Context: an optimization exercise on an open-source flow, tuned for small area. The choices shown serve that exercise and are no tape-out recipe. Function was checked by simulation only, so behaviour that the tests miss may differ from the original. Power and IR drop assume default switching activity.

$ cat design/flow/run.sh
#!/bin/bash
# synth_recipe.tcl (not shown) runs the flow's synth.tcl, then flattens the netlist and writes it again
# the make line also repeats each setting of config.mk as NAME=value (left out here)
make -C /OpenROAD-flow-scripts/flow DESIGN_CONFIG=/design/flow/config.mk WORK_HOME=/design/flow/orfs CLKGATE_MAP_FILE= SYNTH_SCRIPT=/design/flow/synth_recipe.tcl finish
$ cat design/flow/config.mk
export PLATFORM = sky130hd
export DESIGN_NAME = top_sdh_proc
export DESIGN_NICKNAME = top_sdh_proc
export VERILOG_FILES = /design/flow/design.v
export SDC_FILE = /design/flow/constraint.sdc
export NUM_CORES = 4
export LEC_CHECK = 0
export CAP_MARGIN = 20
export CORE_MARGIN = 2
export CORE_UTILIZATION = 40
export SLEW_MARGIN = 20
$ cat design/flow/constraint.sdc
create_clock -name core_clock -period 5.0 [get_ports {sdh_clk}]
set_input_delay 1.0000 -clock core_clock [delete_from_list [all_inputs] [get_ports {sdh_clk}]]
set_output_delay 1.0000 -clock core_clock [all_outputs]
set_load 0.01 [all_outputs]
$ cat design/flow/design.v
`timescale 1ns/1ps
module top_sdh_proc (
    input             rst_n,
    input             sdh_clk,
    input      [7:0]  sdh_tx_din,
    output            sdh_tx_din_req,
    output reg [31:0] sdh_gtx_fifo_data,
    output            sdh_gtx_fifo_wen,
    input      [7:0]  gtx_sdh_fifo_rdata,
    output reg [7:0]  rx_int_data,
    output reg        rx_int_data_vld,
    output            warn_out
);
reg [1:0] t_mu;
reg [8:0] t_col;
reg [3:0] t_row;
reg       t_started;
reg [7:0] t_raw;         
reg       t_scr_en;
reg [6:0] t_scr;         
reg [7:0] t_out;         
reg [7:0] t_b1_acc;
reg [7:0] t_b1;
wire t_mu3    = (t_mu == 2'd3);
wire t_col269 = (t_col == 9'd269);
wire t_row0   = (t_row == 4'd0);
wire t_col0   = (t_col == 9'd0);
wire t_hi     = (t_col >= 9'd9);
wire t_sof_d  = t_row0 & t_col0 & (t_mu == 2'd2);
assign sdh_tx_din_req   = (t_hi & ~(t_col269 & t_mu3)) | ((t_col == 9'd8) & t_mu3);
assign sdh_gtx_fifo_wen = t_started & (t_mu == 2'd2);
always @(posedge sdh_clk or negedge rst_n)
  if (!rst_n) begin
    t_mu <= 2'd0; t_col <= 9'd0; t_row <= 4'd0; t_started <= 1'b0;
  end else begin
    t_mu <= t_mu + 1'b1;
    if (t_mu3) t_started <= 1'b1;
    if (t_mu3) begin
      if (t_col269) begin
        t_col <= 9'd0;
        t_row <= (t_row == 4'd8) ? 4'd0 : t_row + 1'b1;
      end else
        t_col <= t_col + 1'b1;
    end
  end
always @(posedge sdh_clk or negedge rst_n)
  if (!rst_n) begin
    t_raw <= 8'd0; t_scr_en <= 1'b0; t_out <= 8'd0; sdh_gtx_fifo_data <= 32'd0; t_b1_acc <= 8'd0;
  end else begin
    if (t_row0 && t_col <= 9'd2)       t_raw <= 8'hf6;
    else if (t_row0 && t_col <= 9'd5)  t_raw <= 8'h28;
    else if ((t_row == 4'd1) && t_col0 && (t_mu == 2'd0)) t_raw <= t_b1;
    else if (t_hi)                     t_raw <= sdh_tx_din;
    else                               t_raw <= 8'h55;
    t_scr_en <= ~(t_row0 & ~t_hi);
    t_out <= t_scr_en ? (t_raw ^ {t_scr[6] ^ t_scr[0], t_scr}) : t_raw;
    sdh_gtx_fifo_data <= {sdh_gtx_fifo_data[23:0], t_out};
    t_b1_acc <= t_sof_d ? t_out : (t_b1_acc ^ t_out);
  end
always @(posedge sdh_clk) begin
  if (!t_scr_en) t_scr <= 7'h7e;
  else t_scr <= {t_scr[5] ^ t_scr[4], t_scr[4] ^ t_scr[3], t_scr[3] ^ t_scr[2],
                 t_scr[2] ^ t_scr[1], t_scr[1] ^ t_scr[0], t_scr[0] ^ t_scr[6] ^ t_scr[5],
                 t_scr[6] ^ t_scr[4]};
  if (t_sof_d) t_b1 <= t_b1_acc;
end
reg [7:0] r_d1;
reg [2:0] r_sel;
reg       r_f6, r_f6e, r_28;
reg       r_sta;             
reg [3:0] r_cnt;
reg       r_pos;
reg [2:0] r_sel_end;
reg [13:0] r_fc;
reg [3:0] r_fnd;             
reg [4:0] r_lost;            
reg       r_ok;
reg [2:0] r_loc;
reg [7:0] r_rec;
reg       r_lof, r_oof;
reg       r_ais;
reg [1:0] r_mu;
reg [8:0] r_col;
reg [3:0] r_row;
reg [6:0] r_dsc;
reg [7:0] r_b1_acc;
reg [7:0] r_b1;
reg       r_b1v_d, r_b1_ne, r_b1_err;
wire [14:0] win = {r_d1, gtx_sdh_fifo_rdata[7:1]};
wire [7:0] f6, m28;
genvar gi;
generate for (gi = 0; gi < 8; gi = gi + 1) begin : g_cmp
  assign f6[gi]  = (win[14-gi -: 8] == 8'hf6);
  assign m28[gi] = (win[14-gi -: 8] == 8'h28);
end endgenerate
wire       f6_any = |f6;
wire [2:0] code = {f6[4] | f6[5] | f6[6] | f6[7], f6[2] | f6[3] | f6[6] | f6[7], f6[1] | f6[3] | f6[5] | f6[7]};
wire [7:0] rbyte = win[14 - r_loc -: 8];
wire       cnt11 = (r_cnt == 4'd11);
wire       hit = r_sta & r_28 & cnt11;
wire       tc = (r_fc == 14'd9719);
wire r_row0 = (r_row == 4'd0);
wire r_lo   = (r_col <= 9'd8);
wire r_c0m0 = (r_col == 9'd0) & (r_mu == 2'd0);
wire r_dsc_en = ~(r_row0 & r_lo);
wire r_first  = r_row0 & r_c0m0;
wire r_b1v    = (r_row == 4'd1) & r_c0m0;
assign warn_out = r_oof | r_b1_err;
always @(posedge sdh_clk or negedge rst_n)
  if (!rst_n) begin
    r_d1 <= 8'd0; r_sel <= 3'd0; r_f6 <= 1'b0; r_f6e <= 1'b0; r_28 <= 1'b0;
    r_sta <= 1'b0; r_cnt <= 4'd0; r_pos <= 1'b0; r_fc <= 14'd0;
    r_fnd <= 4'd0; r_lost <= 5'd0; r_ok <= 1'b0; r_loc <= 3'd0; r_rec <= 8'd0;
    r_lof <= 1'b1; r_oof <= 1'b1; r_ais <= 1'b0;
    r_mu <= 2'd0; r_col <= 9'd0; r_row <= 4'd0;
    rx_int_data <= 8'd0; rx_int_data_vld <= 1'b0;
    r_b1_acc <= 8'd0; r_b1v_d <= 1'b0; r_b1_ne <= 1'b0; r_b1_err <= 1'b0;
  end else begin
    r_d1 <= gtx_sdh_fifo_rdata;
    if (f6_any) r_sel <= code;
    r_f6  <= f6_any;
    r_f6e <= f6_any & (code == r_sel);
    r_28  <= m28[r_sel];
    if (!r_sta) begin
      if (r_f6e) begin
        if (cnt11) begin r_sta <= 1'b1; r_cnt <= 4'd0; end
        else r_cnt <= r_cnt + 1'b1;
      end else
        r_cnt <= {3'd0, r_f6};
    end else begin
      if (r_28) begin
        if (cnt11) begin r_sta <= 1'b0; r_cnt <= 4'd0; end
        else r_cnt <= r_cnt + 1'b1;
      end else begin
        r_sta <= (r_cnt == 4'd0) & r_f6e;
        r_cnt <= {3'd0, r_f6 & (r_cnt != 4'd0)};
      end
    end
    r_pos <= hit;
    r_fc <= (r_pos | tc) ? 14'd0 : r_fc + 1'b1;
    if (r_pos) begin
      if (!r_fnd[3]) r_fnd <= r_fnd + 1'b1;
    end else if (tc)
      r_fnd <= 4'd0;
    if (r_pos & tc) r_lost <= 5'd0;
    else if (tc & ~(r_lost[4] & r_lost[3])) r_lost <= r_lost + 1'b1;
    r_ok <= r_pos & tc & (r_fnd == 4'd1);
    if (r_ok) r_loc <= r_sel_end;
    r_rec <= rbyte;
    if (r_lof) begin
      if (r_fnd[3]) begin r_lof <= 1'b0; r_oof <= 1'b0; end
    end else if (!r_oof) begin
      if (r_lost >= 5'd5) r_oof <= 1'b1;
    end else begin
      if (r_fnd >= 4'd2) r_oof <= 1'b0;
      else if (r_lost[4] & r_lost[3]) r_lof <= 1'b1;
    end
    r_ais <= r_lof;
    if (r_ok) begin
      r_mu <= 2'd2; r_col <= 9'd6; r_row <= 4'd0;
    end else begin
      r_mu <= r_mu + 1'b1;
      if (r_mu == 2'd3) begin
        if (r_col == 9'd269) begin
          r_col <= 9'd0;
          r_row <= (r_row == 4'd8) ? 4'd0 : r_row + 1'b1;
        end else
          r_col <= r_col + 1'b1;
      end
    end
    if (r_ais) rx_int_data <= 8'hff;
    else if (r_dsc_en) rx_int_data <= r_rec ^ {r_dsc[6] ^ r_dsc[0], r_dsc};
    else rx_int_data <= r_rec;
    rx_int_data_vld <= ~r_lo;
    r_b1_acc <= r_first ? r_rec : (r_b1_acc ^ r_rec);
    r_b1v_d  <= r_b1v;
    r_b1_ne  <= r_b1v_d & (rx_int_data != r_b1);
    r_b1_err <= r_b1_ne;
  end
always @(posedge sdh_clk) begin
  if (hit) r_sel_end <= r_sel;
  if (!r_dsc_en) r_dsc <= 7'h7e;
  else r_dsc <= {r_dsc[5] ^ r_dsc[4], r_dsc[4] ^ r_dsc[3], r_dsc[3] ^ r_dsc[2],
                 r_dsc[2] ^ r_dsc[1], r_dsc[1] ^ r_dsc[0], r_dsc[0] ^ r_dsc[6] ^ r_dsc[5],
                 r_dsc[6] ^ r_dsc[4]};
  if (r_first) r_b1 <= r_b1_acc;
end
endmodule
==> results.json, run 1 <==
{
  "netlist_instances": 810,
  "ir_worst_vdd_uv": 222,
  "cts.sinks": 199,
  "cts_setup_buffers": 0,
  "ys_ff_latch": 199,
  "path_max_fanout": 9,
  "wl_per_cell_um": 15.1,
  "worstSetupEndpointType": "output port",
  "max_freq_mhz": 272,
  "power_density_nw_per_um2": 333,
  "max-clock-path-buffers": 2,
  "drv_slew": 0,
  "setup_viol": 0,
  "wl_mm": 17.4,
  "hp-class": "register to register",
  "hpwlAfterDp_mm": 11.9,
  "synth_edf_count": 19,
  "place.gp.congestion": 0.804,
  "antenna_cells": 0,
  "cpMaxStageDelayCell": "dfrtp_1",
  "grt_max_degree": 87,
  "num_vias": 6017,
  "synthesis.nets": 855,
  "worstMarginPinSlew_ns": 0.962,
  "finalClockSkew_ns": 0.0101,
  "ys_seq_area_frac": 0.557,
  "start_util": 0.410,
  "viasPerCell": 5.22,
  "yosys_warnings": 2,
  "port-buffer-count": 61,
  "dieArea_sq_um": 23700,
  "core_sq_um": 22000,
  "crit_path_max_incr_delay_ns": 0.51,
  "fin_nets": 905,
  "cp_cell_sequence": "inv_1 -> ha_1 -> o41ai_1 -> and2_1 -> o21ai_0 -> clkdlybuf4s50_1",
  "numCtsBuffers": 17,
  "required_ns": 4.00,
  "slew_headroom": 0.354,
  "grt_overflow": 0,
  "fp-row-count": 54,
  "status": "timing/DRC/antenna clean",
  "hold_viol_final": 0,
  "path_class": "register to output port",
  "firstDrtPassIters": 5,
  "crit_arrival_ns": 2.68,
  "drc": 0,
  "grt_pass1_wl_mm": 30.0,
  "async_flop_share": 0.834,
  "dieHeight_um": 154,
  "die_w_um": 154,
  "fin_tns_setup_ns": 0,
  "grt_pass1_vias": 5828,
  "period_share": 0.736,
  "clk_latency_ns": 0.43,
  "synth_area_per_cell_sq_um": 11.1,
  "place_area_sq_um": 9860,
  "fin_area_sq_um": 10500,
  "io-pin-count": 62,
  "cts_tree": "yes",
  "drtAntennaViolNets": 0,
  "synth_area_sq_um": 8990,
  "grt_util_all_layers": 0.156,
  "start_kind": "register",
  "synth_top_flop_cell": "dfrtp_1",
  "grt_antenna_before_repair": 0,
  "cap_violations": 0,
  "finalCriticalPeriod_ns": 3.68,
  "clk_pin_slew_ns": 0.07,
  "cts_resized": 0,
  "cts-root-buf": "clkbuf_16",
  "drive_gt1_frac": 0.0733,
  "synth_cell_types": 68,
  "cts_hold_buf": 0,
  "htree_num_levels": 4,
  "drt_iter0_markers": 375,
  "rsz0062_at_grt": "false",
  "p_leak_nw": 4.40,
  "area_growth_pct": 16.4
}
## registers in the layout, summed over array words and instances, names as in the netlist, 9 cells and up
register,cells
r_col,9
r_fc,14
sdh_gtx_fifo_data,32
t_col,9
## cell usage after synthesis, drive strengths merged (10+ instances only)
cell type  instances  share of area
xor2              24          0.023
nand4             15          0.010
clkbuf            28          0.012
nand2b            12         0.0083
o22ai             14         0.0097
nor3              13         0.0072
dfxtp             14          0.031
inv               35          0.015
nand2             85          0.036
mux4              10          0.025
nor2              45          0.019
edfxtp            19          0.063
nand3             20          0.011
o21ai             39          0.022
a21oi             39          0.022
dfrtp            164           0.46
ha                27          0.038
xnor2             46          0.045
and3              15          0.010
## cell type report
type / count / area (sq um)
repair buffers: 62 / 632
inverters: 35 / 131
flip-flops and latches: 199 / 5010
well taps: 280 / 350
clock inverters: 15 / 188
multi-input cells: 545 / 3730
clock buffers: 17 / 425
fillers: 1960 / 11500
## through the flow
stage	worst slack [ns]	util	instances	power (mW)	hold slack, ns
global placement	1.60	0.449	1121	2.12	0.332
CTS	1.30	0.477	1153	3.54	0.357
detailed placement	1.55	0.449	1121	2.12	0.340
finish	1.32	0.477	1153	3.49	0.353
global route	1.08	0.477	1153	3.65	0.371
floorplan	2.29	-	810	2.00	0.331
## placed cells by master (no fill, tap or decap), drive strengths merged, types with 9 or more instances in the layout
master and n:
dfrtp 164, nand2 85, clkdlybuf4s50 60, xnor2 46, nor2 45, inv 41
a21oi 39, o21ai 39, ha 27, xor2 24, nand3 20, edfxtp 19
clkbuf 17, and3 15, nand4 15, o22ai 14, dfxtp 14, nor3 13
nand2b 12, mux4 10, nor2b 9, mux2i 9, or3 9
## layer usage
layer | global-route usage | vias to the layer above | share of wire
met5 | 0 | - | 0
met2 | 0.227 | 127 | 0.44
li1 | - | 2961 | -
met4 | 0.0436 | 0 | 0.014
met3 | 0.0318 | 20 | 0.037
met1 | 0.236 | 2909 | 0.50
## critical path, delay by kind of cell (launching register included)
kind,cells,cell delay (ns)
flops,1,0.51
compound gates,2,0.59
buf+inv,2,0.62
simple gates,1,0.30
fa+ha+maj,1,0.23
## where the power goes
group,internal [mW],leakage [nW],switching (mW)
registers,1.76,2.33,0.0815
clock network,0.760,0.294,0.640
logic,0.134,1.77,0.120
total,2.65,4.40,0.842
## logic make-up (layout without fill, tap and decap cells)
group                    after synthesis  in the layout  share of synthesized area
AND/OR/NAND/NOR                      276            276                      0.165
flip-flops                           199            199                      0.557
AO/OA/AOI/OAI                        148            148                      0.103
XOR/XNOR                              70             70                     0.0682
buffers and inverters                 66            129                     0.0280
adder cells (fa/ha/maj)               27             27                     0.0376
multiplexers                          24             24                     0.0417
## final timing paths
kind                                           start                   end  slack (ns)  cells past startpoint
worst max-delay path            t_col[1]$_DFFE_PN0P_        sdh_tx_din_req        1.32                      6
worst min-delay path               r_b1_ne$_DFF_PN0_    r_b1_err$_DFF_PN0_        0.35                      0
worst max register to register  r_loc[0]$_DFFE_PN0P_    r_rec[0]$_DFF_PN0_        1.53                      6
worst min register to register     r_b1_ne$_DFF_PN0_    r_b1_err$_DFF_PN0_        0.35                      0
max in group asynchronous                      rst_n       r_lof$_DFF_PN1_        3.44                      2
min in group asynchronous                      rst_n  r_col[6]$_DFFE_PN0P_        0.63                      1
==> run 2: changes to the inputs <==
--- a/design/flow/design.v
+++ b/design/flow/design.v
@@ -79,8 +79,8 @@
 reg [7:0] r_rec;
 reg       r_lof, r_oof;
 reg       r_ais;
-reg [1:0] r_mu;
-reg [8:0] r_col;
+reg [10:0] r_q;
+reg        r_hi;             
 reg [3:0] r_row;
 reg [6:0] r_dsc;
 reg [7:0] r_b1_acc;
@@ -95,32 +95,33 @@
 end endgenerate
 wire       f6_any = |f6;
 wire [2:0] code = {f6[4] | f6[5] | f6[6] | f6[7], f6[2] | f6[3] | f6[6] | f6[7], f6[1] | f6[3] | f6[5] | f6[7]};
-wire [7:0] rbyte = win[14 - r_loc -: 8];
+wire [10:0] sh4 = r_loc[2] ? win[10:0] : win[14:4];
+wire [8:0]  sh2 = r_loc[1] ? sh4[8:0] : sh4[10:2];
+wire [7:0] rbyte = r_loc[0] ? sh2[7:0] : sh2[8:1];
 wire       cnt11 = (r_cnt == 4'd11);
 wire       hit = r_sta & r_28 & cnt11;
-wire       tc = (r_fc == 14'd9719);
+wire       tc = ({r_fc[13:11], r_fc[8:0]} == 12'b110_100000001);    
 wire r_row0 = (r_row == 4'd0);
-wire r_lo   = (r_col <= 9'd8);
-wire r_c0m0 = (r_col == 9'd0) & (r_mu == 2'd0);
-wire r_dsc_en = ~(r_row0 & r_lo);
+wire r_c0m0 = (r_q[8:0] == 9'd0);
+wire r_q35  = ({r_q[9:8], r_q[6:3], r_q[1:0]} == 8'b11_0110_11);
+wire r_wrap = ({r_q[10:8], r_q[6], r_q[4:0]} == 9'b111_0_10111);
+wire r_dsc_en = ~(r_row0 & ~r_hi);
 wire r_first  = r_row0 & r_c0m0;
 wire r_b1v    = (r_row == 4'd1) & r_c0m0;
 assign warn_out = r_oof | r_b1_err;
 always @(posedge sdh_clk or negedge rst_n)
   if (!rst_n) begin
-    r_d1 <= 8'd0; r_sel <= 3'd0; r_f6 <= 1'b0; r_f6e <= 1'b0; r_28 <= 1'b0;
+    r_d1 <= 8'd0; r_f6 <= 1'b0; r_f6e <= 1'b0;
     r_sta <= 1'b0; r_cnt <= 4'd0; r_pos <= 1'b0; r_fc <= 14'd0;
     r_fnd <= 4'd0; r_lost <= 5'd0; r_ok <= 1'b0; r_loc <= 3'd0; r_rec <= 8'd0;
     r_lof <= 1'b1; r_oof <= 1'b1; r_ais <= 1'b0;
-    r_mu <= 2'd0; r_col <= 9'd0; r_row <= 4'd0;
+    r_q <= 11'd0; r_hi <= 1'b0; r_row <= 4'd0;
     rx_int_data <= 8'd0; rx_int_data_vld <= 1'b0;
     r_b1_acc <= 8'd0; r_b1v_d <= 1'b0; r_b1_ne <= 1'b0; r_b1_err <= 1'b0;
   end else begin
     r_d1 <= gtx_sdh_fifo_rdata;
-    if (f6_any) r_sel <= code;
     r_f6  <= f6_any;
     r_f6e <= f6_any & (code == r_sel);
-    r_28  <= m28[r_sel];
     if (!r_sta) begin
       if (r_f6e) begin
         if (cnt11) begin r_sta <= 1'b1; r_cnt <= 4'd0; end
@@ -137,7 +138,7 @@
       end
     end
     r_pos <= hit;
-    r_fc <= (r_pos | tc) ? 14'd0 : r_fc + 1'b1;
+    r_fc <= (r_pos | tc) ? 14'd0 : {r_fc[12:0], ~(r_fc[13] ^ r_fc[4] ^ r_fc[2] ^ r_fc[0])};
     if (r_pos) begin
       if (!r_fnd[3]) r_fnd <= r_fnd + 1'b1;
     end else if (tc)
@@ -157,27 +158,26 @@
     end
     r_ais <= r_lof;
     if (r_ok) begin
-      r_mu <= 2'd2; r_col <= 9'd6; r_row <= 4'd0;
+      r_q <= 11'd1807; r_hi <= 1'b0; r_row <= 4'd0;
+    end else if (r_wrap) begin
+      r_q <= 11'd0; r_hi <= 1'b0;
+      r_row <= (r_row == 4'd8) ? 4'd0 : r_row + 1'b1;
     end else begin
-      r_mu <= r_mu + 1'b1;
-      if (r_mu == 2'd3) begin
-        if (r_col == 9'd269) begin
-          r_col <= 9'd0;
-          r_row <= (r_row == 4'd8) ? 4'd0 : r_row + 1'b1;
-        end else
-          r_col <= r_col + 1'b1;
-      end
+      r_q <= {r_q[9:0], ~(r_q[10] ^ r_q[8])};
+      if (r_q35) r_hi <= 1'b1;
     end
     if (r_ais) rx_int_data <= 8'hff;
     else if (r_dsc_en) rx_int_data <= r_rec ^ {r_dsc[6] ^ r_dsc[0], r_dsc};
     else rx_int_data <= r_rec;
-    rx_int_data_vld <= ~r_lo;
+    rx_int_data_vld <= r_hi;
     r_b1_acc <= r_first ? r_rec : (r_b1_acc ^ r_rec);
     r_b1v_d  <= r_b1v;
     r_b1_ne  <= r_b1v_d & (rx_int_data != r_b1);
     r_b1_err <= r_b1_ne;
   end
 always @(posedge sdh_clk) begin
+  if (f6_any) r_sel <= code;
+  r_28 <= m28[r_sel];
   if (hit) r_sel_end <= r_sel;
   if (!r_dsc_en) r_dsc <= 7'h7e;
   else r_dsc <= {r_dsc[5] ^ r_dsc[4], r_dsc[4] ^ r_dsc[3], r_dsc[3] ^ r_dsc[2],
==> run 2 against run 1 <==
- still clean
- routed wire length shrank 9.2%
- synthesized cell count shrank 13%
- register-to-register slack gained 0.63 ns
- die area shrank 8.1%
- final area shrank 7.5%
- global-route usage shrank 0.36 points
- count of clock-buffer cells in the layout grew 5
- sequential power is essentially flat
- power shrank 4.3%
- critical path depth shrank 2
- critical path type unchanged
- largest cell class unchanged
- largest power group unchanged
==> results.json, run 2 <==
{
  "status": "timing/DRC/antenna clean",
  "hold_viol_final": 0,
  "power_mw": 3.34,
  "netlist_instances": 707,
  "drv_slew": 0,
  "max-clock-path-buffers": 2,
  "place.gp.congestion": 0.874,
  "rsz0062_at_grt": "false",
  "start_kind": "register",
  "worst_r2r_endpoint": "t_b1[4]$_DFFE_PP_",
  "ys_ff_latch": 200,
  "fp-row-count": 52,
  "fin_nets": 801,
  "cts_setup_buffers": 0,
  "cap_violations": 0,
  "holdPathEnd": "r_b1_err$_DFF_PN0_",
  "largest_reg_flops": 32,
  "finalClockSkew_ns": 0.0127,
  "antenna_cells": 0,
  "setup_viol": 0,
  "cts_hold_buf": 0,
  "wl_per_cell_um": 15.1,
  "grt_max_degree": 90,
  "cts_tree": "yes",
  "cts-root-buf": "clkbuf_16",
  "drtAntennaViolNets": 0,
  "hpwlAfterDp_mm": 11.0,
  "synth.top_cell.area_share": 0.489,
  "worstMarginPinSlew_ns": 0.854,
  "fin_tns_setup_ns": 0,
  "async_flop_share": 0.815,
  "synth_top_flop_cell": "dfrtp_1",
  "grt_pass1_vias": 5331,
  "r2r_cells": 4,
  "period_share": 0.760,
  "power_density_nw_per_um2": 345,
  "core_sq_um": 20200,
  "dieHeight_um": 148,
  "top_register": "sdh_gtx_fifo_data",
  "cpMaxStageDelayCell": "or4_4",
  "synth_top_family_by_area": "simple AND/OR/NAND/NOR gates",
  "p_leak_nw": 4.09,
  "finalCriticalPeriod_ns": 3.80,
  "wl_mm": 15.8,
  "drt_iter0_markers": 353,
  "path_class": "register to output port",
  "required_ns": 4.00,
  "area_growth_pct": 17.4,
  "yosys_warnings": 1,
  "clk_pin_slew_ns": 0.07,
  "clk_latency_ns": 0.43,
  "fillers": 1794,
  "holdPathStages": 0,
  "hold_path.startpoint": "r_b1_ne$_DFF_PN0_",
  "io-pin-count": 62,
  "synth_area_per_cell_sq_um": 11.7,
  "cp_cell_sequence": "or4_4 -> or4b_4 -> o21ai_0 -> clkdlybuf4s50_1",
  "ir_worst_vdd_uv": 226,
  "grt_pass1_wl_mm": 26.7,
  "crit_arrival_ns": 2.80,
  "worstReg2RegStart": "t_col[7]$_DFFE_PN0P_",
  "dieArea_sq_um": 21800,
  "synth_edf_count": 22,
  "synthAdderAreaFrac": 0.0304,
  "drc": 0,
  "synth_compound_area_frac": 0.0748,
  "drive_gt1_frac": 0.0644,
  "critPathTopFamily": "simple AND/OR/NAND/NOR gates",
  "max_freq_mhz": 263,
  "cts_resized": 0,
  "ys_seq_area_frac": 0.612,
  "grt_util_all_layers": 0.153,
  "synth.most_common_cell": "dfrtp_1",
  "synthMuxAreaShare": 0.0352,
  "worstSetupEndpointType": "output port",
  "numCtsBuffers": 17,
  "path_max_fanout": 5,
  "hp-class": "register to register",
  "slew_headroom": 0.430,
  "grt_overflow": 0,
  "synth_xor_area_frac": 0.0638,
  "synthesis.nets": 745,
  "port-buffer-count": 61,
  "crit_path_max_incr_delay_ns": 0.58,
  "synth_area_sq_um": 8240,
  "synth_cell_types": 62,
  "synth-simple-area-share": 0.161,
  "start_util": 0.407,
  "synth_area_leaders": "dfrtp_1 49%, edfxtp_1 8.0%, xnor2_1 4.6%",
  "num_vias": 5273,
  "grt_antenna_before_repair": 0,
  "rrSetupSlack_ns": 2.16,
  "synth_commonest_cells": "161 x dfrtp_1, 88 x nand2_1, 43 x xnor2_1",
  "final_cell_mix": "161 x dfrtp_1, 88 x nand2_1, 60 x clkdlybuf4s50_1",
  "cts.sinks": 200,
  "htree_num_levels": 4,
  "die_w_um": 148,
  "viasPerCell": 5.04,
  "synth_top_area_cell": "dfrtp_1",
  "final_common_cell": "dfrtp_1",
  "crit_buf_inv": 1,
  "firstDrtPassIters": 5,
  "top_regs": "sdh_gtx_fifo_data: 32 flops, r_fc: 14 flops, r_q: 11 flops"
}
## run 2: changes by cell type in the layout (fill, tap and decap cells not counted), sizes merged, moves of 6 or more
cell / delta
inv: -15
a21oi: -12
xor2: -7
mux4: -10
o22ai: -9
nor2b: +6
nand3: -10
ha: -7
o21ai: -16
mux2i: +11
nor2: -12
## run 2: through the flow
step / cell area, sq um / util / worst slack, ns / instances / hold slack, ns
6_report: 9680 / 0.478 / 1.20 / 1046 / 0.354
5_1_grt: 9680 / 0.478 / 1.12 / 1046 / 0.372
4_1_cts: 9680 / 0.478 / 1.17 / 1046 / 0.358
3_5_place_dp: 9120 / 0.451 / 1.67 / 1014 / 0.341
3_3_place_gp: 9120 / 0.451 / 1.66 / 1014 / 0.338
2_1_floorplan: 8240 / - / 2.22 / 707 / 0.331
## run 2: layout make-up
cell class / count / area (sq um) / share of cell area
clock buffers: 22 / 464 / 0.0480
clock inverters: 10 / 96.3 / 0.00995
inverters: 26 / 97.6 / 0.0101
multi-input cells: 456 / 3010 / 0.311
flip-flops and latches: 200 / 5040 / 0.521
well taps: 270 / 338 / 0.0349
repair buffers: 62 / 632 / 0.0653
## run 2: worst reg2reg max path, cell delays in order, from the launching register on
cell and delay (ns):
dfrtp_1 0.41, or4_4 0.58, nor4_1 0.70, nand4_2 0.39, inv_1 0.41
## run 2: cell families (layout without fill, tap and decap cells)
group / count (synthesis) / after routing
buffers and inverters: 51 / 120
muxes: 28 / 28
xor gates and xnor gates: 60 / 60
DFF: 200 / 200
AOI/OAI and AO/OA: 98 / 98
and+or+nand+nor: 250 / 250
adders and majority gates: 20 / 20
## run 2: power breakdown
part | switching, mW | internal (mW) | total, mW
clock | 0.582 | 0.716 | 1.30
sequential | 0.0621 | 1.76 | 1.82
combinational | 0.110 | 0.114 | 0.224
## run 2: worst max path at each step
stage / cells past startpoint / endpoint / startpoint
floorplan: 3 / sdh_tx_din_req / t_col[7]$_DFFE_PN0P_
global placement: 4 / sdh_tx_din_req / t_col[7]$_DFFE_PN0P_
detailed placement: 4 / sdh_tx_din_req / t_col[7]$_DFFE_PN0P_
CTS: 4 / sdh_tx_din_req / t_col[7]$_DFFE_PN0P_
global route: 4 / sdh_tx_din_req / t_col[7]$_DFFE_PN0P_
finish: 4 / sdh_tx_din_req / t_col[7]$_DFFE_PN0P_
## run 2: metal layers
layer	track usage	share of wire	vias to the layer above
met3	0.0290	0.033	16
met5	0	0	-
met2	0.244	0.49	99
li1	-	-	2550
met1	0.211	0.47	2608
met4	0.0519	0.013	0
==> run 3: changes to the inputs <==
==> design/flow/flow/run.sh (new file) <==
#!/bin/bash
# Own layout flow: the standard ORFS flow (standard.sh, unchanged synthesis),
# with three changes to how the layout is made:
#  - port buffers use sky130_fd_sc_hd__buf_1 instead of the default buffer choice
#  - clock tree built from clkbuf_8 (root and leaves), without dummy loads
#  - power recovery (downsizing of non-critical gates) before global routing
# The make output goes to flow_make.log in the work folder; ORFS keeps each step's
# log under orfs/logs/.
set -e
CTS="-sink_clustering_enable -repair_clock_nets -dont_use_dummy_load"
CTS="$CTS -buf_list sky130_fd_sc_hd__clkbuf_8 -root_buf sky130_fd_sc_hd__clkbuf_8"
bash standard.sh \
  "CTS_ARGS=$CTS" \
  "BUFFER_PORTS_ARGS=-buffer_cell sky130_fd_sc_hd__buf_1" \
  "RECOVER_POWER=100" \
  finish > flow_make.log 2>&1
test -f out/final.def
==> design/flow/standard.sh (new file) <==
#!/bin/bash
# synth_recipe.tcl (not shown) runs the flow's synth.tcl, then flattens the netlist and writes it again
# the make line also repeats each setting of config.mk as NAME=value (left out here)
make -C /OpenROAD-flow-scripts/flow DESIGN_CONFIG=/design/flow/config.mk WORK_HOME=/design/flow/orfs CLKGATE_MAP_FILE= SYNTH_SCRIPT=/design/flow/synth_recipe.tcl "${@:-finish}"
removed: design/flow/run.sh
==> run 3 against run 2 <==
- now fails the layout checks on max-capacitance violations, max-slew violations
- core utilization down 3.6 points
- fmax up 8.4%
- highest routed layer unchanged
- clock power down 41%
- worst hold slack worse by 0.0013 ns
- combinational power down 14%
- final cell count down 1.3%
- final area down 7.5%
- register-to-register slack worse by 0.08 ns
- clock skew up 0.019 ns
- count of clock-buffer cells in the layout down 5
- global-route usage down 0.32 points
- via count down 1.0%
==> results.json, run 3 <==
{
  "dr_wl_met2_mm": 7.29,
  "synth-simple-area-share": 0.161,
  "path_class": "register to output port",
  "final_cell_mix": "161 x dfrtp_1, 88 x nand2_1, 55 x buf_1",
  "fin_nets": 802,
  "die_w_um": 148,
  "synthMuxAreaShare": 0.0352,
  "power_mw": 2.79,
  "grt_overflow": 0,
  "htree_num_levels": 4,
  "start_util": 0.407,
  "synth_commonest_cells": "161 x dfrtp_1, 88 x nand2_1, 43 x xnor2_1",
  "synthAdderAreaFrac": 0.0304,
  "grt_antenna_before_repair": 0,
  "wl_mm": 15.4,
  "wl_per_cell_um": 15.0,
  "grt_util_all_layers": 0.149,
  "synth_top_family_by_area": "simple AND/OR/NAND/NOR gates",
  "top_register": "sdh_gtx_fifo_data",
  "final_common_cell": "dfrtp_1",
  "numCtsBuffers": 17,
  "synth_edf_count": 22,
  "power_density_nw_per_um2": 311,
  "hold_viol_final": 0,
  "place.gp.congestion": 0.819,
  "rsz0062_at_grt": "false",
  "post-place-ws_ns": 2.07,
  "clk_pin_slew_ns": 0.09,
  "synth_cell_types": 62,
  "port-buffer-count": 61,
  "setup_viol": 0,
  "synth_compound_area_frac": 0.0748,
  "drt_iter0_markers": 292,
  "ys_ff_latch": 200,
  "p_leak_nw": 3.76,
  "viasPerCell": 5.06,
  "max_freq_mhz": 285,
  "async_flop_share": 0.815,
  "antenna_cells": 0,
  "synthesis.nets": 745,
  "synth_area_sq_um": 8240,
  "area_growth_pct": 8.56,
  "finalCriticalPeriod_ns": 3.51,
  "drive_gt1_frac": 0.0407,
  "dieHeight_um": 148,
  "status": "finished with violations",
  "wl_met3_um": 610,
  "fillers": 1867,
  "check.faults": "max-capacitance violations, max-slew violations",
  "numPlacedInstances": 1015,
  "path_max_fanout": 5,
  "grt_pass1_vias": 5293,
  "dieArea_sq_um": 21800,
  "finalClockSkew_ns": 0.0316,
  "grt_max_degree": 90,
  "synth_top_area_cell": "dfrtp_1",
  "fp-row-count": 52,
  "wl_met1_mm": 7.36,
  "synth.top_cell.area_share": 0.489,
  "num_vias": 5218,
  "drtAntennaViolNets": 0,
  "fin_ws_ns": 1.49,
  "hp-class": "register to register",
  "drc": 0,
  "top_regs": "sdh_gtx_fifo_data: 32 flops, r_fc: 14 flops, r_q: 11 flops",
  "cts_setup_buffers": 0,
  "drv_slew": 90,
  "cts_resized": 0,
  "firstDrtPassIters": 5,
  "core_sq_um": 20200,
  "fin_tns_setup_ns": 0,
  "required_ns": 4.00,
  "worstMarginPinSlew_ns": 2.15,
  "start_kind": "register",
  "cts_hold_buf": 0,
  "worstSetupEndpointType": "output port",
  "largest_reg_flops": 32,
  "synth_area_per_cell_sq_um": 11.7,
  "cts_tree": "yes",
  "ys_seq_area_frac": 0.612,
  "slew_headroom": -0.436,
  "instances_no_fill": 1032,
  "cap_violations": 1,
  "yosys_warnings": 1,
  "crit_arrival_ns": 2.51,
  "netlist_instances": 707,
  "synth_area_leaders": "dfrtp_1 49%, edfxtp_1 8.0%, xnor2_1 4.6%",
  "max-clock-path-buffers": 2,
  "io-pin-count": 62,
  "synth_top_flop_cell": "dfrtp_1",
  "top_layer": "met4",
  "cts.sinks": 200,
  "grt_pass1_wl_mm": 26.3,
  "synth.most_common_cell": "dfrtp_1",
  "period_share": 0.701,
  "ir_worst_vdd_uv": 148,
  "cts-root-buf": "clkbuf_8",
  "synth_xor_area_frac": 0.0638,
  "hpwlAfterDp_mm": 10.8,
  "clk_latency_ns": 0.46
}
==> run 3: cell counts after synthesis <==
No cell type changed its count.
==> run 3: kinds of logic (layout without fill, tap and decap cells) <==
| family | Yosys count | in the layout |
|---|---|---|
| buffers and inverters | 51 | 106 |
| and+or+nand+nor | 250 | 250 |
| AOI/OAI and AO/OA | 98 | 98 |
| xor gates and xnor gates | 60 | 60 |
| DFF | 200 | 200 |
| muxes | 28 | 28 |
| adders and majority gates | 20 | 20 |
==> run 3: power breakdown <==
part           leakage [nW]  internal, mW  total, mW  switching [mW]
registers              2.31          1.76       1.82          0.0667
logic                  1.33        0.0827      0.192           0.110
clock network         0.122         0.302      0.772           0.470
total                  3.76          2.14       2.79           0.646
==> run 3: through the flow <==
step | hold WS [ns] | util | cell area (sq um)
4_1_cts | 0.356 | 0.444 | 8980
3_3_place_gp | 0.339 | 0.432 | 8750
2_1_floorplan | 0.331 | - | 8240
3_5_place_dp | 0.335 | 0.432 | 8750
5_1_grt | 0.365 | 0.442 | 8950
6_report | 0.353 | 0.442 | 8950
==> run 3: worst max-delay path: stages, from the launching register on <==
cell,delay [ns]
dfrtp_1,0.41
or4_1,0.62
or4b_1,0.61
o21ai_0,0.22
buf_1,0.19
==> run 3: metal layers <==
metal,vias up,global-route usage
met4,0,0.0476
met3,13,0.0386
met1,2572,0.210
li1,2538,-
met5,-,0
met2,95,0.229
==> run 3: cell type report <==
type	instances	area, sq um	area share
Timing Repair Buffer	63	241	0.0270
Clock buffer	17	234	0.0261
Tap cell	270	338	0.0378
Sequential cell	200	5040	0.563
Inverter	26	97.6	0.0109
Multi-Input combinational cell	456	3000	0.335
==> run 3: worst paths after layout <==
check / slack (ns) / start / cells after the start / end
setup / recovery: 1.49 / t_col[7]$_DFFE_PN0P_ / 4 / sdh_tx_din_req
hold / removal: 0.35 / r_b1_ne$_DFF_PN0_ / 0 / r_b1_err$_DFF_PN0_
setup reg to reg: 2.08 / t_col[7]$_DFFE_PN0P_ / 4 / t_b1[6]$_DFFE_PP_
hold reg to reg: 0.35 / r_b1_ne$_DFF_PN0_ / 0 / r_b1_err$_DFF_PN0_
max in group asynchronous: 1.56 / rst_n / 2 / r_rec[1]$_DFF_PN0_
min in group asynchronous: 0.74 / rst_n / 1 / t_col[0]$_DFFE_PN0P_
==> run 4: changes to the inputs <==
--- a/design/flow/design.v
+++ b/design/flow/design.v
@@ -13,7 +13,7 @@
 );
 reg [1:0] t_mu;
 reg [8:0] t_col;
-reg [3:0] t_row;
+reg [3:0] t_row;         
 reg       t_started;
 reg [7:0] t_raw;         
 reg       t_scr_en;
@@ -38,7 +38,7 @@
     if (t_mu3) begin
       if (t_col269) begin
         t_col <= 9'd0;
-        t_row <= (t_row == 4'd8) ? 4'd0 : t_row + 1'b1;
+        t_row <= (t_row[2] & t_row[1]) ? 4'd0 : {t_row[2:0], ~(t_row[3] ^ t_row[0])};
       end else
         t_col <= t_col + 1'b1;
     end
@@ -68,7 +68,7 @@
 reg [2:0] r_sel;
 reg       r_f6, r_f6e, r_28;
 reg       r_sta;             
-reg [3:0] r_cnt;
+reg [3:0] r_cnt;             
 reg       r_pos;
 reg [2:0] r_sel_end;
 reg [13:0] r_fc;
@@ -81,7 +81,7 @@
 reg       r_ais;
 reg [10:0] r_q;
 reg        r_hi;             
-reg [3:0] r_row;
+reg [3:0] r_row;             
 reg [6:0] r_dsc;
 reg [7:0] r_b1_acc;
 reg [7:0] r_b1;
@@ -98,7 +98,11 @@
 wire [10:0] sh4 = r_loc[2] ? win[10:0] : win[14:4];
 wire [8:0]  sh2 = r_loc[1] ? sh4[8:0] : sh4[10:2];
 wire [7:0] rbyte = r_loc[0] ? sh2[7:0] : sh2[8:1];
-wire       cnt11 = (r_cnt == 4'd11);
+wire       cnt11 = (r_cnt[2:0] == 3'b111);
+wire [3:0] cnt_inc = {r_cnt[2:0], ~(r_cnt[3] ^ r_cnt[0])};
+wire       fnd8 = r_fnd[2] & r_fnd[1];
+wire       lost24 = r_lost[4] & ~r_lost[3] & ~r_lost[1] & ~r_lost[0];
+wire       lost_lt5 = ~r_lost[4] & (r_lost[3] ? (r_lost[2:0] == 3'b110) : (r_lost[1] | ~r_lost[2]) & (r_lost[0] | ~r_lost[1]));
 wire       hit = r_sta & r_28 & cnt11;
 wire       tc = ({r_fc[13:11], r_fc[8:0]} == 12'b110_100000001);    
 wire r_row0 = (r_row == 4'd0);
@@ -125,13 +129,13 @@
     if (!r_sta) begin
       if (r_f6e) begin
         if (cnt11) begin r_sta <= 1'b1; r_cnt <= 4'd0; end
-        else r_cnt <= r_cnt + 1'b1;
+        else r_cnt <= cnt_inc;
       end else
         r_cnt <= {3'd0, r_f6};
     end else begin
       if (r_28) begin
         if (cnt11) begin r_sta <= 1'b0; r_cnt <= 4'd0; end
-        else r_cnt <= r_cnt + 1'b1;
+        else r_cnt <= cnt_inc;
       end else begin
         r_sta <= (r_cnt == 4'd0) & r_f6e;
         r_cnt <= {3'd0, r_f6 & (r_cnt != 4'd0)};
@@ -140,28 +144,28 @@
     r_pos <= hit;
     r_fc <= (r_pos | tc) ? 14'd0 : {r_fc[12:0], ~(r_fc[13] ^ r_fc[4] ^ r_fc[2] ^ r_fc[0])};
     if (r_pos) begin
-      if (!r_fnd[3]) r_fnd <= r_fnd + 1'b1;
+      if (!fnd8) r_fnd <= {r_fnd[2:0], ~(r_fnd[3] ^ r_fnd[0])};
     end else if (tc)
       r_fnd <= 4'd0;
     if (r_pos & tc) r_lost <= 5'd0;
-    else if (tc & ~(r_lost[4] & r_lost[3])) r_lost <= r_lost + 1'b1;
+    else if (tc & ~lost24) r_lost <= {r_lost[3:0], ~(r_lost[4] ^ r_lost[2])};
     r_ok <= r_pos & tc & (r_fnd == 4'd1);
     if (r_ok) r_loc <= r_sel_end;
     r_rec <= rbyte;
     if (r_lof) begin
-      if (r_fnd[3]) begin r_lof <= 1'b0; r_oof <= 1'b0; end
+      if (fnd8) begin r_lof <= 1'b0; r_oof <= 1'b0; end
     end else if (!r_oof) begin
-      if (r_lost >= 5'd5) r_oof <= 1'b1;
+      if (!lost_lt5) r_oof <= 1'b1;
     end else begin
-      if (r_fnd >= 4'd2) r_oof <= 1'b0;
-      else if (r_lost[4] & r_lost[3]) r_lof <= 1'b1;
+      if (r_fnd[3:1] != 3'd0) r_oof <= 1'b0;
+      else if (lost24) r_lof <= 1'b1;
     end
     r_ais <= r_lof;
     if (r_ok) begin
       r_q <= 11'd1807; r_hi <= 1'b0; r_row <= 4'd0;
     end else if (r_wrap) begin
       r_q <= 11'd0; r_hi <= 1'b0;
-      r_row <= (r_row == 4'd8) ? 4'd0 : r_row + 1'b1;
+      r_row <= (r_row[2] & r_row[1]) ? 4'd0 : {r_row[2:0], ~(r_row[3] ^ r_row[0])};
     end else begin
       r_q <= {r_q[9:0], ~(r_q[10] ^ r_q[8])};
       if (r_q35) r_hi <= 1'b1;
==> design/flow/flow/run.sh (replaced) <==
#!/bin/bash
# Own layout flow: the standard ORFS flow (standard.sh, unchanged synthesis) with these
# changes to how the layout is made:
#  - port buffers use sky130_fd_sc_hd__buf_1
#  - clock tree from clkbuf_8 with a clkbuf_16 root and no dummy loads; leaves whose slew is
#    high are upsized to clkbuf_16 before global routing (flow/pre_grt.tcl)
#  - power recovery (downsizing of non-critical gates) after global routing, with high-fanout
#    drivers kept as they are
# The finished layout is checked (flow/check.tcl); if it shows any slew or capacitance
# violation, a clock-pin slew above 115 ps or little slack, the flow is run again without
# power recovery. Each run's make output goes to its own log file in the work folder;
# ORFS keeps each step's log under orfs/logs/.
W=$(pwd)
RES=$W/orfs/results/sky130hd/top_sdh_proc/base
CTS="-sink_clustering_enable -repair_clock_nets -dont_use_dummy_load"
CTS="$CTS -buf_list sky130_fd_sc_hd__clkbuf_8 -root_buf sky130_fd_sc_hd__clkbuf_16"
common=("CTS_ARGS=$CTS" "BUFFER_PORTS_ARGS=-buffer_cell sky130_fd_sc_hd__buf_1"
        "PRE_GLOBAL_ROUTE_TCL=$W/flow/pre_grt.tcl" "POST_GLOBAL_ROUTE_TCL=$W/flow/post_grt.tcl")
check() {
  RES=$RES openroad -no_init -exit "$W/flow/check.tcl" > "$W/$1" 2>&1
  grep -q "CHECK pass" "$W/$1"
}
if bash standard.sh "${common[@]}" RECOVER_POWER=100 finish > flow_make_1.log 2>&1 \
   && [ -f out/final.def ] && check flow_check_1.log; then
  exit 0
fi
rm -rf orfs out/final.def
bash standard.sh "${common[@]}" finish > flow_make_2.log 2>&1
check flow_check_2.log || true
test -f out/final.def
==> design/flow/flow/check.tcl (new file) <==
# Checks the finished layout: max slew / max cap violations and the flip-flop clock-pin slew.
set r $::env(RES)
read_liberty $::env(FLOW_HOME)/platforms/sky130hd/lib/sky130_fd_sc_hd__tt_025C_1v80.lib
read_db $r/6_final.odb
read_sdc $r/6_final.sdc
read_spef $r/6_final.spef
set_propagated_clock [all_clocks]
set mx 0
foreach p [get_pins -hierarchical */CLK] {
  foreach rf {rise fall} {
    set s [get_property $p slew_max_$rf]
    if {$s > $mx} {set mx $s}
  }
}
set bad [expr {[sta::max_slew_violation_count] + [sta::max_capacitance_violation_count]}]
puts "CHECK violations $bad clkslew $mx setup [worst_slack -max] hold [worst_slack -min]"
if {$bad > 0 || $mx > 0.115 || [worst_slack -max] < 0.1 || [worst_slack -min] < 0.02} {
  puts "CHECK fail"
} else {
  puts "CHECK pass"
}
==> design/flow/flow/post_grt.tcl (new file) <==
# Sourced by ORFS global_route.tcl at its end (POST_GLOBAL_ROUTE_TCL).
if {[info exists ::keep_cells] && [llength $::keep_cells] > 0} { unset_dont_touch $::keep_cells }
==> design/flow/flow/pre_grt.tcl (new file) <==
# Sourced by ORFS global_route.tcl before global routing (PRE_GLOBAL_ROUTE_TCL).
# 1) Clock tree leaves whose estimated output slew is high are upsized to clkbuf_16,
#    then the placement is legalized again.
# 2) Gates that drive many pins are kept out of the power-recovery downsizing.
estimate_parasitics -placement
set_propagated_clock [all_clocks]
set n_up 0
foreach inst [get_cells clkbuf_*] {
  set master [get_property $inst ref_name]
  if {$master ne "sky130_fd_sc_hd__clkbuf_8"} { continue }
  set out [get_pins -of_objects $inst -filter "direction==output"]
  set s [get_property $out slew_max_rise]
  if {$s > 0.095} {
    replace_cell $inst sky130_fd_sc_hd__clkbuf_16
    incr n_up
  }
}
puts "pre_grt: upsized $n_up clock buffers"
if {$n_up > 0} {
  detailed_placement
  check_placement -verbose
  estimate_parasitics -placement
}
set ::keep_cells {}
foreach inst [get_cells *] {
  set outs [get_pins -of_objects $inst -filter "direction==output"]
  foreach o $outs {
    set n [get_nets -quiet -of_objects $o]
    if {$n eq ""} { continue }
    if {[llength [get_pins -of_objects $n -filter "direction==input"]] >= 6} {
      lappend ::keep_cells $inst
      break
    }
  }
}
if {[llength $::keep_cells] > 0} { set_dont_touch $::keep_cells }
puts "pre_grt: kept [llength $::keep_cells] high-fanout drivers from downsizing"
==> run 4 against run 3 <==
- critical path type unchanged
- critical endpoint unchanged
- area after synthesis is 3.4% lower
- worst setup slack better by 0.094 ns
- the run now finishes clean
- sequential share of layout area is 1.6 points higher
- fmax is 2.7% higher
- critical path depth stayed put
- highest routed layer unchanged
- synthesized cell count is 6.6% lower
==> results.json, run 4 <==
{
  "status": "timing/DRC/antenna clean",
  "crit_path_max_incr_delay_ns": 0.65,
  "cts.sinks": 200,
  "synth_edf_count": 22,
  "htree_num_levels": 4,
  "top_register": "sdh_gtx_fifo_data",
  "grt_antenna_before_repair": 0,
  "fin_tns_setup_ns": 0,
  "r2r_cells": 4,
  "wl_met3_um": 512,
  "finalCriticalPeriod_ns": 3.41,
  "finalClockSkew_ns": 0.0274,
  "critPathTopFamily": "simple AND/OR/NAND/NOR gates",
  "final_util": 0.446,
  "numCtsBuffers": 17,
  "synthesis.nets": 685,
  "area_growth_pct": 9.29,
  "largest_reg_flops": 32,
  "synth_cell_types": 62,
  "hold_viol_final": 0,
  "cts_tree": "yes",
  "grt_overflow": 0,
  "async_flop_share": 0.815,
  "netlist_instances": 660,
  "drtAntennaViolNets": 0,
  "crit_arrival_ns": 2.41,
  "io-pin-count": 62,
  "final_common_cell": "dfrtp_1",
  "cp_num_cells": 4,
  "dr_wl_met2_mm": 7.45,
  "required_ns": 4.00,
  "antenna_cells": 0,
  "dieHeight_um": 145,
  "synth_top_flop_cell": "dfrtp_1",
  "cap_violations": 0,
  "grt_pass1_vias": 5100,
  "die_w_um": 145,
  "hpwlAfterDp_mm": 10.2,
  "final_cell_mix": "161 x dfrtp_1, 94 x nand2_1, 60 x buf_1",
  "num_vias": 5023,
  "top_layer": "met4",
  "yosys_warnings": 1,
  "synth_commonest_cells": "161 x dfrtp_1, 94 x nand2_1, 43 x xnor2_1",
  "synth_top_area_cell": "dfrtp_1",
  "dieArea_sq_um": 21000,
  "fp-row-count": 51,
  "core_sq_um": 19500,
  "cts_resized": 0,
  "clk_latency_ns": 0.39,
  "ys_seq_area_frac": 0.633,
  "cts_setup_buffers": 0,
  "drc": 0,
  "start_kind": "register",
  "max-clock-path-buffers": 2,
  "top_regs": "sdh_gtx_fifo_data: 32 flops, r_fc: 14 flops, r_q: 11 flops",
  "wl_met1_mm": 6.70,
  "start_util": 0.408,
  "cts-root-buf": "clkbuf_16",
  "cp_cell_sequence": "or4_1 -> nor4b_1 -> a32o_1 -> buf_1",
  "synth_area_sq_um": 7960,
  "grt_util_all_layers": 0.148,
  "period_share": 0.682,
  "worstSetupEndpointType": "output port",
  "grt_pass1_wl_mm": 25.6,
  "viasPerCell": 5.11,
  "power_density_nw_per_um2": 329,
  "firstDrtPassIters": 7,
  "hp-class": "register to register",
  "drv_slew": 0,
  "synth_area_per_cell_sq_um": 12.1,
  "port-buffer-count": 61,
  "crit_buf_inv": 1,
  "max_freq_mhz": 293,
  "grt_max_degree": 164,
  "synth_area_leaders": "dfrtp_1 51%, edfxtp_1 8.3%, xnor2_1 4.7%",
  "path_max_fanout": 5,
  "path_class": "register to output port",
  "cpMaxStageDelayCell": "or4_1",
  "wl_per_cell_um": 15.1,
  "fillers": 1807,
  "fin_nets": 745,
  "p_leak_nw": 3.73,
  "worstMarginPinSlew_ns": 0.868,
  "setup_viol": 0,
  "synth.top_cell.area_share": 0.506,
  "holdPathStages": 0,
  "cts_hold_buf": 0,
  "synth.most_common_cell": "dfrtp_1",
  "clk_pin_slew_ns": 0.08,
  "place.gp.congestion": 0.864,
  "wl_mm": 14.8,
  "whs_ns": 0.358,
  "drt_iter0_markers": 367,
  "ir_worst_vdd_uv": 218,
  "ys_ff_latch": 200,
  "slew_headroom": 0.421,
  "drive_gt1_frac": 0.0404
}
## run 4: changes by cell type after synthesis, moves of 6 or more
cell	change
nand2_1	+6
inv_1	-13
xor2_1	+7
a21oi_1	-7
nor2_1	-15
a21o_1	+9
nand2b_1	+7
o21bai_1	-7
ha_1	-13
or3_1	-7
## run 4: area by class of cell
class                   instances  area, sq um  share of cell area
flip-flops and latches        200         5040               0.580
multi-input cells             427         2750               0.317
well taps                     265          332              0.0381
clock buffers                  17          279              0.0321
repair buffers                 62          249              0.0286
inverters                      12         45.0             0.00518
## run 4: path summary, 6_finish.rpt
path                                               to            startpoint  slack, ns
worst max-delay path                   sdh_tx_din_req  t_col[7]$_DFFE_PN0P_       1.59
worst min-delay path               r_b1_err$_DFF_PN0_     r_b1_ne$_DFF_PN0_       0.36
worst max register to register      t_b1[0]$_DFFE_PP_  t_col[7]$_DFFE_PN0P_       2.12
worst min register to register     r_b1_err$_DFF_PN0_     r_b1_ne$_DFF_PN0_       0.36
max in group asynchronous           r_fc[7]$_DFF_PN0_                 rst_n       3.55
min in group asynchronous       r_b1_acc[1]$_DFF_PN0_                 rst_n       0.83
## run 4: report_power, final
part           leakage, nW  switching, mW  internal, mW
logic                 1.28          0.110        0.0835
clock network        0.143          0.478         0.374
registers             2.31         0.0622          1.76
## run 4: per-layer routing
| layer | GRT usage | vias to the layer above |
|---|---|---|
| met4 | 0.0353 | 0 |
| met2 | 0.250 | 98 |
| met5 | 0 | - |
| met1 | 0.191 | 2510 |
| li1 | - | 2398 |
| met3 | 0.0406 | 17 |
## run 4: logic make-up after synthesis
| group | count (synthesis) | share of synthesized area |
|---|---|---|
| AO/OA/AOI/OAI | 93 | 0.0743 |
| AND/OR/NAND/NOR | 236 | 0.160 |
| buffers and inverters | 33 | 0.0159 |
| flip-flops | 200 | 0.633 |
| XOR/XNOR | 67 | 0.0737 |
| multiplexers | 24 | 0.0313 |
| adder cells (fa/ha/maj) | 7 | 0.0110 |
## run 4: worst reg2reg max path: cells and delay by family, from the launching register on
family | cells | cell delay [ns]
buf+inv | 1 | 0.40
flops | 1 | 0.42
simple gates | 3 | 1.74
## run 4: stage by stage
step                power, mW  setup WS [ns]  area (sq um)  instances
finish                   2.86           1.59          8700        983
CTS                      2.84           1.69          8710        983
detailed placement       2.05           2.12          8460        966
global placement         2.04           2.15          8460        966
floorplan                1.96           2.30          7960        660
==> run 5: changes to the inputs <==
==> design/flow/flow/run.sh (replaced) <==
#!/bin/bash
# Own layout flow, built on the standard ORFS flow (standard.sh):
#  1. standard synthesis, unchanged (standard.sh synth)
#  2. the combinational logic of that netlist is mapped again for area (flow/resyn.sh,
#     flow/resyn.ys.in, flow/area.abc); every flip-flop keeps its instance name and cell
#     type. If this step fails or changes the flip-flops, the standard netlist is used.
#  3. standard.sh finish, with:
#     - port buffers of sky130_fd_sc_hd__buf_1
#     - clock tree of clkbuf_8 with a clkbuf_16 root and no dummy loads; leaves whose slew is
#       high are upsized to clkbuf_16 before global routing (flow/pre_grt.tcl)
#     - power recovery (downsizing of non-critical gates) after global routing, with
#       high-fanout drivers kept as they are
#  4. the finished layout is checked (flow/check.tcl); on any slew or capacitance violation, a
#     clock-pin slew above 115 ps or little slack, steps 1-3 run again without power recovery.
# Each tool's output goes to its own log file in the work folder; ORFS keeps each step's log
# under orfs/logs/.
W=$(pwd)
RES=$W/orfs/results/sky130hd/top_sdh_proc/base
CTS="-sink_clustering_enable -repair_clock_nets -dont_use_dummy_load"
CTS="$CTS -buf_list sky130_fd_sc_hd__clkbuf_8 -root_buf sky130_fd_sc_hd__clkbuf_16"
common=("CTS_ARGS=$CTS" "BUFFER_PORTS_ARGS=-buffer_cell sky130_fd_sc_hd__buf_1"
        "PRE_GLOBAL_ROUTE_TCL=$W/flow/pre_grt.tcl" "POST_GLOBAL_ROUTE_TCL=$W/flow/post_grt.tcl")

flops() { grep -E '^\s+sky130_fd_sc_hd__(df|edf|sdf|dl)' "$1" | awk '{print $1, $2}' | sort; }

synth_and_resyn() {  # $1: run tag
  bash standard.sh synth > "flow_synth_$1.log" 2>&1 || return 1
  cp "$RES/1_2_yosys.v" "$W/netlist_standard.v"
  if bash flow/resyn.sh "$W/netlist_standard.v" "$W/netlist_resyn.v" "$W/flow_resyn_$1.log" \
     && [ -s "$W/netlist_resyn.v" ] \
     && [ "$(flops "$W/netlist_standard.v" | md5sum)" = "$(flops "$W/netlist_resyn.v" | md5sum)" ] \
     && [ -n "$(flops "$W/netlist_resyn.v")" ]; then
    cp "$W/netlist_resyn.v" "$RES/1_2_yosys.v"
    rm -f "$RES/1_synth.odb" "$RES/1_synth.sdc"
    echo "resyn used" >> "flow_resyn_$1.log"
  else
    echo "resyn not used" >> "flow_resyn_$1.log"
  fi
}

check() {
  RES=$RES openroad -no_init -exit "$W/flow/check.tcl" > "$W/$1" 2>&1
  grep -q "CHECK pass" "$W/$1"
}

synth_and_resyn 1
if bash standard.sh "${common[@]}" RECOVER_POWER=100 finish > flow_make_1.log 2>&1 \
   && [ -f out/final.def ] && check flow_check_1.log; then
  exit 0
fi
rm -rf orfs out/final.def
synth_and_resyn 2
bash standard.sh "${common[@]}" finish > flow_make_2.log 2>&1
check flow_check_2.log || true
test -f out/final.def
==> design/flow/flow/area.abc (new file) <==
strash
dch -f
map -a
topo
dnsize
strash
&get -n
&dch -f
&nf -R 1000
&put
strash
&get -n
&dch -f
&nf -R 1000
&put
buffer -c
topo
dnsize -c
==> design/flow/flow/resyn.sh (new file) <==
#!/bin/bash
# resyn.sh IN.v OUT.v LOG : area re-mapping of a mapped netlist (see resyn.ys.in)
D=$(cd "$(dirname "$0")" && pwd)
LIB=$FLOW_HOME/platforms/sky130hd/lib/sky130_fd_sc_hd__tt_025C_1v80.lib
DU=$(sed -n '/DONT_USE_CELLS/,/^$/p' $FLOW_HOME/platforms/sky130hd/config.mk | grep -o 'sky130_fd_sc_hd__[a-z0-9_]*' | sort -u | sed 's/^/-dont_use /' | tr '\n' ' ')
sed -e "s#@LIB@#$LIB#g" -e "s#@IN@#$1#" -e "s#@OUT@#$2#" -e "s#@TOP@#${FLOW_TOP:-top_sdh_proc}#g" \
    -e "s#@ABC@#$D/area.abc#" -e "s#@DONTUSE@#$DU#" $D/resyn.ys.in > "$2.ys"
yosys -l "$3" -q "$2.ys" > /dev/null 2>&1
==> design/flow/flow/resyn.ys.in (new file) <==
# Re-maps the combinational logic of the standard synthesis's netlist for area.
# Registers (every flip-flop instance, its name and cell type) are kept as they are.
read_liberty -ignore_miss_func @LIB@
read_verilog @IN@
hierarchy -top @TOP@
setattr -mod -set keep_hierarchy 1 sky130_fd_sc_hd__df* sky130_fd_sc_hd__edf* sky130_fd_sc_hd__sdf* sky130_fd_sc_hd__dl* sky130_fd_sc_hd__conb*
flatten
blackbox sky130_fd_sc_hd__*
opt -purge
techmap
opt -purge
abc -liberty @LIB@ @DONTUSE@ -script @ABC@
opt_clean -purge
setundef -zero
splitnets
opt_clean -purge
hilomap -singleton -hicell sky130_fd_sc_hd__conb_1 HI -locell sky130_fd_sc_hd__conb_1 LO @TOP@
insbuf -buf sky130_fd_sc_hd__buf_4 A X @TOP@
rename -enumerate -pattern rsyn_%_
select -assert-none w:*:* w:*/*
select -clear
stat -liberty @LIB@
write_verilog -noattr -nohex -nodec @OUT@
==> run 5 against run 4 <==
- die area down 4.0%
- core utilization rose by 0.29 points
- final cell count is 5.4% lower
- synthesized cell count shrank 5.0%
- first-iteration DRC count down 31%
- critical path type unchanged
- critical endpoint unchanged
==> results.json, run 5 <==
{
  "hpwlAfterDp_mm": 9.96,
  "finalClockSkew_ns": 0.0219,
  "drt_iter0_markers": 252,
  "io-pin-count": 62,
  "wl_mm": 14.0,
  "largest_reg_flops": 32,
  "ir_worst_vdd_uv": 183,
  "htree_num_levels": 4,
  "fin_tns_setup_ns": 0,
  "clk_pin_slew_ns": 0.07,
  "finalCriticalPeriod_ns": 3.16,
  "area_growth_pct": 9.90,
  "cp_cell_sequence": "nor4_1 -> nand2b_1 -> a21oi_1 -> o21ai_0 -> buf_1",
  "final_common_cell": "dfrtp_1",
  "netlist_instances": 627,
  "grt_util_all_layers": 0.147,
  "fp-row-count": 50,
  "worstSetupEndpointType": "output port",
  "synth_area_sq_um": 7630,
  "clk_latency_ns": 0.39,
  "cts_tree": "yes",
  "required_ns": 4.00,
  "drive_gt1_frac": 0.0460,
  "wl_met1_mm": 6.65,
  "place_area_sq_um": 8110,
  "grt_antenna_before_repair": 0,
  "crit_arrival_ns": 2.16,
  "core_sq_um": 18700,
  "firstDrtPassIters": 5,
  "cpMaxStageDelayCell": "nor4_1",
  "fillers": 1704,
  "dr_wl_met2_mm": 6.57,
  "power_density_nw_per_um2": 340,
  "grt_pass1_wl_mm": 23.2,
  "numPlacedInstances": 913,
  "dieHeight_um": 142,
  "worstMarginPinSlew_ns": 0.900,
  "setup_viol": 0,
  "wl_per_cell_um": 15.0,
  "start_kind": "register",
  "yosys_warnings": 1,
  "top_regs": "sdh_gtx_fifo_data: 32 flops, r_fc: 14 flops, r_q: 11 flops",
  "path_max_fanout": 6,
  "status": "timing/DRC/antenna clean",
  "hold_viol_final": 0,
  "max-clock-path-buffers": 2,
  "final_cell_mix": "161 x dfrtp_1, 77 x nand2_1, 59 x buf_1",
  "synth_area_per_cell_sq_um": 12.2,
  "viasPerCell": 5.17,
  "grt_max_degree": 67,
  "max_freq_mhz": 317,
  "num_vias": 4806,
  "top_layer": "met4",
  "top_register": "sdh_gtx_fifo_data",
  "antenna_cells": 0,
  "cts.sinks": 200,
  "slew_headroom": 0.400,
  "cts-root-buf": "clkbuf_16",
  "instances_no_fill": 930,
  "cts_setup_buffers": 0,
  "drtAntennaViolNets": 0,
  "place.gp.congestion": 0.887,
  "fin_area_sq_um": 8390,
  "power_mw": 2.85,
  "wl_met3_um": 587,
  "port-buffer-count": 61,
  "final_util": 0.448,
  "crit_path_max_incr_delay_ns": 0.45,
  "p_leak_nw": 3.53,
  "die_w_um": 142,
  "grt_overflow": 0,
  "dieArea_sq_um": 20200,
  "hp-class": "register to register",
  "grt_pass1_vias": 4680,
  "drc": 0,
  "fin_nets": 716,
  "drv_slew": 0,
  "synthesis.nets": 645,
  "cap_violations": 0,
  "start_util": 0.408,
  "cts_hold_buf": 0,
  "path_class": "register to output port",
  "cts_resized": 0,
  "numCtsBuffers": 17,
  "period_share": 0.632
}
[run 5: layout make-up]
class                           instances  area, sq um  area share
Multi-Input combinational cell        407         2490       0.296
Tap cell                              234          293      0.0349
Sequential cell                       200         5040       0.601
Timing Repair Buffer                   65          263      0.0313
Clock buffer                           17          279      0.0333
Inverter                                7         26.3     0.00313
[run 5: metal layers]
| layer | vias up | GRT usage |
|---|---|---|
| met3 | 13 | 0.0451 |
| met2 | 108 | 0.224 |
| met5 | - | 0 |
| li1 | 2325 | - |
| met4 | 0 | 0.0421 |
| met1 | 2360 | 0.203 |
[run 5: worst paths after layout]
kind / start / to / slack, ns / cells past startpoint
worst min register to register: r_b1_ne$_DFF_PN0_ / r_b1_err$_DFF_PN0_ / 0.36 / 0
worst min-delay path: r_b1_ne$_DFF_PN0_ / r_b1_err$_DFF_PN0_ / 0.36 / 0
worst max-delay path: t_col[5]$_DFFE_PN0P_ / sdh_tx_din_req / 1.84 / 5
min in group asynchronous: rst_n / r_b1_acc[5]$_DFF_PN0_ / 0.77 / 1
max in group asynchronous: rst_n / r_oof$_DFFE_PN1P_ / 3.22 / 2
worst max register to register: t_col[5]$_DFFE_PN0P_ / t_b1_acc[3]$_DFF_PN0_ / 2.75 / 8
[run 5: critical path, delay by kind of cell (launching register included)]
| kind | cells | cell delay (ns) |
|---|---|---|
| AO/OA/AOI/OAI | 2 | 0.60 |
| buffers and inverters | 1 | 0.16 |
| flip-flops | 1 | 0.40 |
| AND/OR/NAND/NOR | 2 | 0.62 |
[run 5: per-stage QoR]
| step | hold slack, ns | setup WS (ns) |
|---|---|---|
| final | 0.362 | 1.84 |
| after CTS | 0.362 | 1.84 |
| after detailed placement | 0.350 | 2.25 |
| after global placement | 0.342 | 2.29 |
| after floorplan | 0.331 | 2.46 |
[run 5: where the power goes]
group | total [mW] | switching (mW) | leakage, nW | internal (mW)
sequential | 1.82 | 0.0659 | 2.29 | 1.76
combinational | 0.199 | 0.112 | 1.10 | 0.0879
clock | 0.831 | 0.457 | 0.143 | 0.374
total | 2.85 | 0.635 | 3.53 | 2.22

port drivers added, routing unchanged:
In the flow no input, the clock included, has a driving cell. The finished layouts below were timed again as built, in two steps. Step 1 assumes that a clkbuf_16 drives the clock port and a buf_2 every other input. Step 2 adds t to the input delays and takes it off the output delays; t is the mean of the earliest and latest rising clock arrival at the registers after step 1. Input paths then give back, and output paths get back, about the clock's delay inside the block. Slacks: ideal / step 1 / step 2; pairs: ideal / step 1.
run	shift t [ns]	slack for setup (ns)	hold slack, ns	latest minus earliest clock arrival (ns)	pins driven straight from the clock port
run 1	0.465	1.322 / 1.278 / 1.529	0.353 / 0.353 / 0.353	0.011 / 0.010	1
run 2	0.459	1.199 / 1.160 / 1.619	0.354 / 0.354 / 0.354	0.013 / 0.013	1
run 3	0.477	1.494 / 1.459 / 1.051	0.353 / 0.353 / 0.353	0.032 / 0.031	1
run 4	0.418	1.588 / 1.549 / 1.967	0.358 / 0.358 / 0.358	0.027 / 0.027	1
run 5	0.415	1.841 / 1.799 / 2.214	0.362 / 0.362 / 0.362	0.033 / 0.032	1
The setup slack of run 3, which loses most, moves by -0.035 ns with the drivers and by -0.443 ns with both steps. The worst setup slack also covers recovery checks on asynchronous resets.
